This design comes from an exercise in tuning for small area, a short achievable clock period and few clock cycles per item on the open sky130 flow, not from production work.
At most, simulation tests tie the RTL to the original design; equivalence was not proved.
Power figures rest on the tool's default switching activity, not on a simulated workload.

Design prng, start of the top module:
module prng (
	input clk,     
	input rst,   
	input [31:0] seed,
	input start,
	input cont,
	output reg done,
	output [31:0] rand_num
);
reg        busy;       
reg  [2:0] cnt;        
reg [30:0] acc;        
reg  [3:0] en;         
wire [30:0] a = acc;
wire [30:0] b = ~{acc[2:0], acc[30:3]} & {{7{en[3]}}, {8{en[2]}}, {8{en[1]}}, {8{en[0]}}};
wire [30:0] g0 = a & b;
wire [30:0] p0 = a ^ b;
wire b0g0_1 = g0[1] | p0[1] & g0[0];
wire b0p0_1 = p0[1] & p0[0];
wire b0g0_3 = g0[3] | p0[3] & g0[2];
wire b0p0_3 = p0[3] & p0[2];
wire b0g1_2 = g0[2] | p0[2] & b0g0_1;
wire b0p1_2 = p0[2] & b0p0_1;
wire b0g1_3 = b0g0_3 | b0p0_3 & b0g0_1;
wire b0p1_3 = b0p0_3 & b0p0_1;
wire b1g0_5 = g0[5] | p0[5] & g0[4];
wire b1p0_5 = p0[5] & p0[4];
wire b1g0_7 = g0[7] | p0[7] & g0[6];
wire b1p0_7 = p0[7] & p0[6];
wire b1g1_6 = g0[6] | p0[6] & b1g0_5;
wire b1p1_6 = p0[6] & b1p0_5;
wire b1g1_7 = b1g0_7 | b1p0_7 & b1g0_5;
wire b1p1_7 = b1p0_7 & b1p0_5;
wire b2g0_9 = g0[9] | p0[9] & g0[8];
wire b2p0_9 = p0[9] & p0[8];
wire b2g0_11 = g0[11] | p0[11] & g0[10];
wire b2p0_11 = p0[11] & p0[10];
wire b2g1_10 = g0[10] | p0[10] & b2g0_9;
wire b2p1_10 = p0[10] & b2p0_9;
wire b2g1_11 = b2g0_11 | b2p0_11 & b2g0_9;
wire b2p1_11 = b2p0_11 & b2p0_9;
wire b3g0_13 = g0[13] | p0[13] & g0[12];
wire b3p0_13 = p0[13] & p0[12];
wire b3g0_15 = g0[15] | p0[15] & g0[14];
wire b3p0_15 = p0[15] & p0[14];
wire b3g1_14 = g0[14] | p0[14] & b3g0_13;
wire b3p1_14 = p0[14] & b3p0_13;
wire b3g1_15 = b3g0_15 | b3p0_15 & b3g0_13;
  ...
Size in the first run: about 350 cells after synthesis, ~69 I/O pins.
==> flow/config.mk <==
export PLATFORM = sky130hd
export DESIGN_NAME = prng
export DESIGN_NICKNAME = prng
export VERILOG_FILES = /design/flow/design.v
export SDC_FILE = /design/flow/constraint.sdc
export NUM_CORES = 8
export LEC_CHECK = 0
export CAP_MARGIN = 20
export CORE_MARGIN = 2
export CORE_UTILIZATION = 40
export CTS_BUF_LIST = sky130_fd_sc_hd__clkbuf_16
export SLEW_MARGIN = 70
==> flow/constraint.sdc <==
create_clock -name core_clock -period 9.0 [get_ports {clk}]
set_input_delay 1.8000 -clock core_clock [delete_from_list [all_inputs] [get_ports {clk}]]
set_output_delay 1.8000 -clock core_clock [all_outputs]
set_load 0.01 [all_outputs]
standard.sh (not shown) runs the stock make flow with config.mk's settings and CLKGATE_MAP_FILE= SYNTH_SCRIPT=/design/flow/synth_recipe.tcl, a recipe that flattens the netlist after the stock synthesis.
==> flow/flow/run.sh <==
#!/bin/bash
# The standard layout, with the port buffers made of plain buffers
# (sky130_fd_sc_hd__buf_1) instead of the cell buffer_ports picks by itself.
set -euo pipefail
export BUFFER_PORTS_ARGS="-buffer_cell sky130_fd_sc_hd__buf_1"

bash standard.sh > standard.log 2>&1
The baseline passed the timing, design-rule and antenna checks.
Then changed:
- CTS_BUF_LIST: sky130_fd_sc_hd__clkbuf_16 -> default
- CTS_CLUSTER_DIAMETER: default -> 200
- CTS_CLUSTER_SIZE: default -> 50
Result: The new run completed without violations. Worst hold slack is better by 0.0041 ns. Combinational power hardly moves. Setup slack is worse by 0.019 ns. Routed wire length came out lower by 1.5%. Core utilization came out lower by 0.74 points.
Function was not checked in any run of this note: the RTL went through the layout flow alone.

* * *

## xenon
The RTL this note starts from:
==> flow/design.v <==
`timescale 1ns / 1ps
module prng (
	input clk,     
	input rst,   
	input [31:0] seed,
	input start,
	input cont,
	output reg done,
	output [31:0] rand_num
);
localparam B  = 4;                 
localparam NB = (31 + B - 1) / B;  
reg [30:0] acc;    
reg  [2:0] cnt;    
reg  [3:0] nen;    
wire busy = !nen[0];
assign rand_num = {1'b0, acc};
wire [30:0] nen_bits = {{7{nen[3]}}, {8{nen[2]}}, {8{nen[1]}}, {8{nen[0]}}};
wire [30:0] b = ~({acc[2:0], acc[30:3]} | nen_bits);
wire [30:0] g = acc & b;    
wire [30:0] p = acc ^ b;    
localparam LB = (B > 8) ? 4 : (B > 4) ? 3 : (B > 2) ? 2 : (B > 1) ? 1 : 0;   
wire [30:0] lg [0:LB];
wire [30:0] lp [0:LB];
wire [30:0] gl = lg[LB];
wire [30:0] pl = lp[LB];
assign lg[0] = g;
assign lp[0] = p;
wire [NB-1:0] bg, bp;
wire [30:0] c;
genvar i, j, k;
generate
	for (k = 0; k < LB; k = k + 1) begin : local_level
		for (i = 0; i < 31; i = i + 1) begin : local_bit
			localparam LO = i - i % B;
			localparam OFF = i % B;
			localparam J = LO + (OFF & ~((2 << k) - 1)) + (1 << k) - 1;
			if ((OFF >> k) & 1) begin : merge
				assign lg[k+1][i] = lg[k][i] | lp[k][i] & lg[k][J];
				assign lp[k+1][i] = lp[k][i] & lp[k][J];
			end else begin : pass
				assign lg[k+1][i] = lg[k][i];
				assign lp[k+1][i] = lp[k][i];
			end
		end
	end
	for (j = 0; j < NB; j = j + 1) begin : block_gp
		localparam TOP = (j * B + B - 1 > 30) ? 30 : j * B + B - 1;
		assign bg[j] = gl[TOP];
		assign bp[j] = pl[TOP];
	end
endgenerate
localparam L = (NB > 16) ? 5 : (NB > 8) ? 4 : (NB > 4) ? 3 : (NB > 2) ? 2 : 1;   
wire [NB-1:0] cg [0:L];
wire [NB-1:0] cp [0:L];
assign cg[0] = bg;
assign cp[0] = bp;
generate
	for (k = 0; k < L; k = k + 1) begin : ring_level
		for (j = 0; j < NB; j = j + 1) begin : ring_block
			localparam J2 = (j + NB - (1 << k) % NB) % NB;
			assign cg[k+1][j] = cg[k][j] | cp[k][j] & cg[k][J2];
			assign cp[k+1][j] = cp[k][j] & cp[k][J2];
		end
	end
	for (i = 0; i < 31; i = i + 1) begin : carry
		localparam BI = i / B;
		localparam BPREV = (BI + NB - 1) % NB;
		if (i % B == 0) begin : first
			assign c[i] = cg[L][BPREV];
		end else begin : next
			assign c[i] = gl[i-1] | pl[i-1] & cg[L][BPREV];
		end
	end
endgenerate
wire [30:0] x = (busy || done) ? p : {seed[15:0], seed[30:16]};
always @(posedge clk)
	acc <= x ^ c;
always @(posedge clk) begin
	if (rst) begin
		nen  <= 4'hf;
		done <= 1'b0;
		cnt  <= 3'd0;
	end else if (busy) begin
		cnt <= cnt + 3'd1;
		if (cnt == 3'd4)        nen[0] <= 1'b1;
		if (cnt[2])             nen[1] <= 1'b1;
		if (cnt[2] && !cnt[1])  nen[2] <= 1'b1;
		if (cnt[2] && !cnt[0])  nen[3] <= 1'b1;
		if (cnt == 3'd4)        done  <= 1'b1;
	end else if (done) begin
		if (!start) done <= 1'b0;
	end else if (start) begin
		nen <= 4'd0;
		cnt <= 3'd0;
	end
end
endmodule
clock: 9.0 ns
lec_check: 0
cap_margin: 20
core_margin: 2
core_utilization: 40
slew_margin: 70
==> flow/flow/run.sh <==
#!/bin/bash
# The standard layout with two changes:
#  - the port buffers are plain buffers (sky130_fd_sc_hd__buf_1) instead of the
#    cell buffer_ports picks by itself;
#  - in synthesis, ABC's technology mapping (&nf) may relax delay for area
#    (-R 20). Everything else in the synthesis, registers included, is as in
#    the standard flow.
set -euo pipefail
export BUFFER_PORTS_ARGS="-buffer_cell sky130_fd_sc_hd__buf_1"
cp -r "$FLOW_HOME/scripts" scripts
sed -i 's/^&nf$/\&nf -R 20/' scripts/abc_speed.script
export SCRIPTS_DIR="$PWD/scripts"
bash standard.sh > standard.log 2>&1
Testbench counts of xenon, summed over its fixed seeds: cycles 18,432, items 2,048.
Here is what was changed in the inputs of juniper compared with xenon.
Settings: setting ABC_AREA to 1 for the first time.
==> flow/flow/run.sh <==
#!/bin/bash
# The standard layout (standard.sh) with these changes:
#  - synthesis: ABC's technology mapping (&nf) may relax delay for area
#    (-R 20); everything else, registers included, is as in the standard flow;
#  - the port buffers are plain buffers (sky130_fd_sc_hd__buf_1) instead of
#    the cell buffer_ports picks by itself;
#  - timing repair aims for 6.4 ns of setup slack.
set -euo pipefail
cp -r "$FLOW_HOME/scripts" scripts
sed -i 's/^&nf$/\&nf -R 20/' scripts/abc_speed.script
export SCRIPTS_DIR="$PWD/scripts"
export BUFFER_PORTS_ARGS="-buffer_cell sky130_fd_sc_hd__buf_1"
export SETUP_SLACK_MARGIN=6.4
bash standard.sh > standard.log 2>&1
### Flow results
juniper: adder-cell share of the synthesized area is 2.5 points lower than what xenon reported.
Clock group power delta (juniper − xenon): favourable
juniper vs. xenon: count of clock-buffer cells in the layout lower, number of standard cells in the layout, taps in and fillers out higher, share of total power in combinational logic higher, final critical-path setup slack higher, portion of total power attributed to the clock network lower.
juniper has area share of buffers outside the clock network above what xenon had.
Comparing xenon and juniper, final area is higher on juniper.
On number of logic stages on the critical path including buffering: between xenon and juniper, it ends up higher for xenon.
Looking at xenon and juniper, the clock slew at the register clock pins of the worst setup and hold paths is a wash.
### juniper -> willow
Settings: a deleted ABC_AREA that had been 1.
--- a/flow/flow/run.sh
+++ b/flow/flow/run.sh
@@ -5,3 +5,3 @@
-#  - the port buffers are plain buffers (sky130_fd_sc_hd__buf_1) instead of
-#    the cell buffer_ports picks by itself;
-#  - timing repair aims for 6.4 ns of setup slack.
+#  - the port buffers are plain buffers (buf_1 on inputs, buf_2 on outputs),
+#    placed by flow/buffer_ports.tcl instead of ORFS's own buffer_ports call;
+#  - timing repair aims for 6.35 ns of setup slack.
@@ -12,2 +12,3 @@
-export BUFFER_PORTS_ARGS="-buffer_cell sky130_fd_sc_hd__buf_1"
-export SETUP_SLACK_MARGIN=6.4
+export DONT_BUFFER_PORTS=1
+export PRE_GLOBAL_PLACE_TCL="$PWD/flow/buffer_ports.tcl"
+export SETUP_SLACK_MARGIN=6.35
==> flow/flow/buffer_ports.tcl (new file) <==
# Port buffers: every input and output port gets one, as in the standard flow,
# but of a chosen plain buffer cell rather than the one buffer_ports picks.
buffer_ports -inputs -buffer_cell sky130_fd_sc_hd__buf_1
buffer_ports -outputs -buffer_cell sky130_fd_sc_hd__buf_2
### Flow results
- Compared with juniper, willow shows a lower area growth from synthesis to final layout.
- [diff] wire length of the first global-routing pass, willow relative to juniper: improvement
- juniper ended up with acc[8] as its critical path launch point; willow ended up with done.
- [willow] synthesized cell count fell about 43% relative to juniper
- Of willow and juniper, it is willow that has the higher met1 track demand over resource.
- Delta (willow minus juniper): final cell count without fillers decreased by 354 relative to the old numbers; routed wire length decreased by 17% relative to the old numbers; top achievable clock speed increased by 1.2 MHz relative to the old numbers.
- Relative to juniper, willow improves synthesized area.
- Number of cells on the critical path: juniper and willow compared, lower one is willow
The inputs of pepper differ from those of willow as listed below.
==> flow/flow/run.sh <==
#!/bin/bash
# The standard layout (standard.sh) with these changes:
#  - synthesis: ABC maps the logic with flow/abc.script instead of ORFS's
#    abc_speed.script; everything else, registers included, is as in the
#    standard flow;
#  - the port buffers are plain buffers (sky130_fd_sc_hd__buf_1) instead of
#    the cell buffer_ports picks by itself;
#  - timing repair aims for 6.3 ns of setup slack.
set -euo pipefail
cp -r "$FLOW_HOME/scripts" scripts
cp flow/abc.script scripts/abc_speed.script
export SCRIPTS_DIR="$PWD/scripts"
export BUFFER_PORTS_ARGS="-buffer_cell sky130_fd_sc_hd__buf_1"
export SETUP_SLACK_MARGIN=6.3
bash standard.sh > standard.log 2>&1
==> flow/flow/abc.script (new file) <==
&get -n
&st
&dch
&nf -R 20
&st
&syn2
&if -g -K 6
&synch2
&nf -R 20
&put
buffer -c
topo
stime -c
upsize -c
dnsize -c
removed: flow/flow/buffer_ports.tcl
==> comparison <==
Compared pepper vs willow, and worst setup slack is down in pepper. pepper vs willow on via count: pepper is the higher one. Relative to willow, the layout overhead on the synthesized area of pepper is higher by 10 points. Looking at sequential share of layout area, pepper sits 2.2 points lower than willow does. Lower wire length was reported by willow, not pepper. Synthesized cell count up 4 in pepper wrt willow. Diff willow -> pepper: final cell area excluding filler cells grew by 9.3%; sequential power now sits lower; synthesized netlist net count now sits higher. willow vs pepper, critical path launch point: done vs acc[21].
Input changes introduced in indigo (baseline for comparison: pepper):
==> flow/flow/run.sh <==
#!/bin/bash
# The standard layout with two changes:
#  - the port buffers are plain buffers (sky130_fd_sc_hd__buf_1) instead of the
#    cell buffer_ports picks by itself;
#  - in synthesis, ABC's technology mapping (&nf) may relax delay for area
#    (-R 35). Everything else in the synthesis, registers included, is as in
#    the standard flow.
set -euo pipefail
export BUFFER_PORTS_ARGS="-buffer_cell sky130_fd_sc_hd__buf_1"
cp -r "$FLOW_HOME/scripts" scripts
sed -i 's/^&nf$/\&nf -R 35/' scripts/abc_speed.script
export SCRIPTS_DIR="$PWD/scripts"
bash standard.sh > standard.log 2>&1
removed: flow/flow/abc.script
### Flow results
indigo finished end to end and its layout was clean on timing, DRC and antenna.
Delta (indigo minus pepper): wire length now smaller; via count lost about 6%; power share of the combinational group lost 3.6 points; minimum clock period grew by 0.15 ns.
indigo: proportion of cell area occupied by registers is 0.47 points higher than what pepper reported.
Fmax deteriorates in indigo relative to pepper.

-- what the ideal ports hide --
In the flow no input, the clock included, has a driving cell. The finished layouts below were timed again as built, in two steps.
Step 1 (the two cells are an assumption about what drives the block):
set clk [get_ports {clk}]
set_driving_cell -lib_cell sky130_fd_sc_hd__clkbuf_16 $clk
set_driving_cell -lib_cell sky130_fd_sc_hd__buf_2 [delete_from_list [all_inputs] $clk]
Step 2 adds t to the input delays and takes it off the output delays; t is the mean of the earliest and latest rising clock arrival at the registers after step 1. Input paths then give back, and output paths get back, about the clock's delay inside the block.
a / b / c = ideal / step 1 / step 2; a / b = the first two.
run | shift t [ns] | setup WS [ns] | worst hold slack (ns)
the first run of note 1 | 0.325 | 6.324 / 6.287 / 6.085 | 0.502 / 0.502 / 0.502
the second run of note 1 | 0.323 | 6.305 / 6.276 / 6.092 | 0.506 / 0.506 / 0.506
xenon | 0.319 | 6.322 / 6.297 / 6.322 | 0.505 / 0.505 / 0.505
juniper | 0.330 | 6.436 / 6.403 / 6.520 | 0.464 / 0.464 / 0.464
willow | 0.322 | 6.444 / 6.414 / 6.462 | 0.489 / 0.496 / 0.496
pepper | 0.327 | 6.298 / 6.272 / 6.395 | 0.494 / 0.494 / 0.494
indigo | 0.328 | 6.151 / 6.151 / 6.151 | 0.497 / 0.497 / 0.497
After both steps every run listed still meets setup and hold. For the first run of note 1, which loses most, drivers alone change the setup slack by -0.037 ns; drivers and shift together by -0.239 ns.
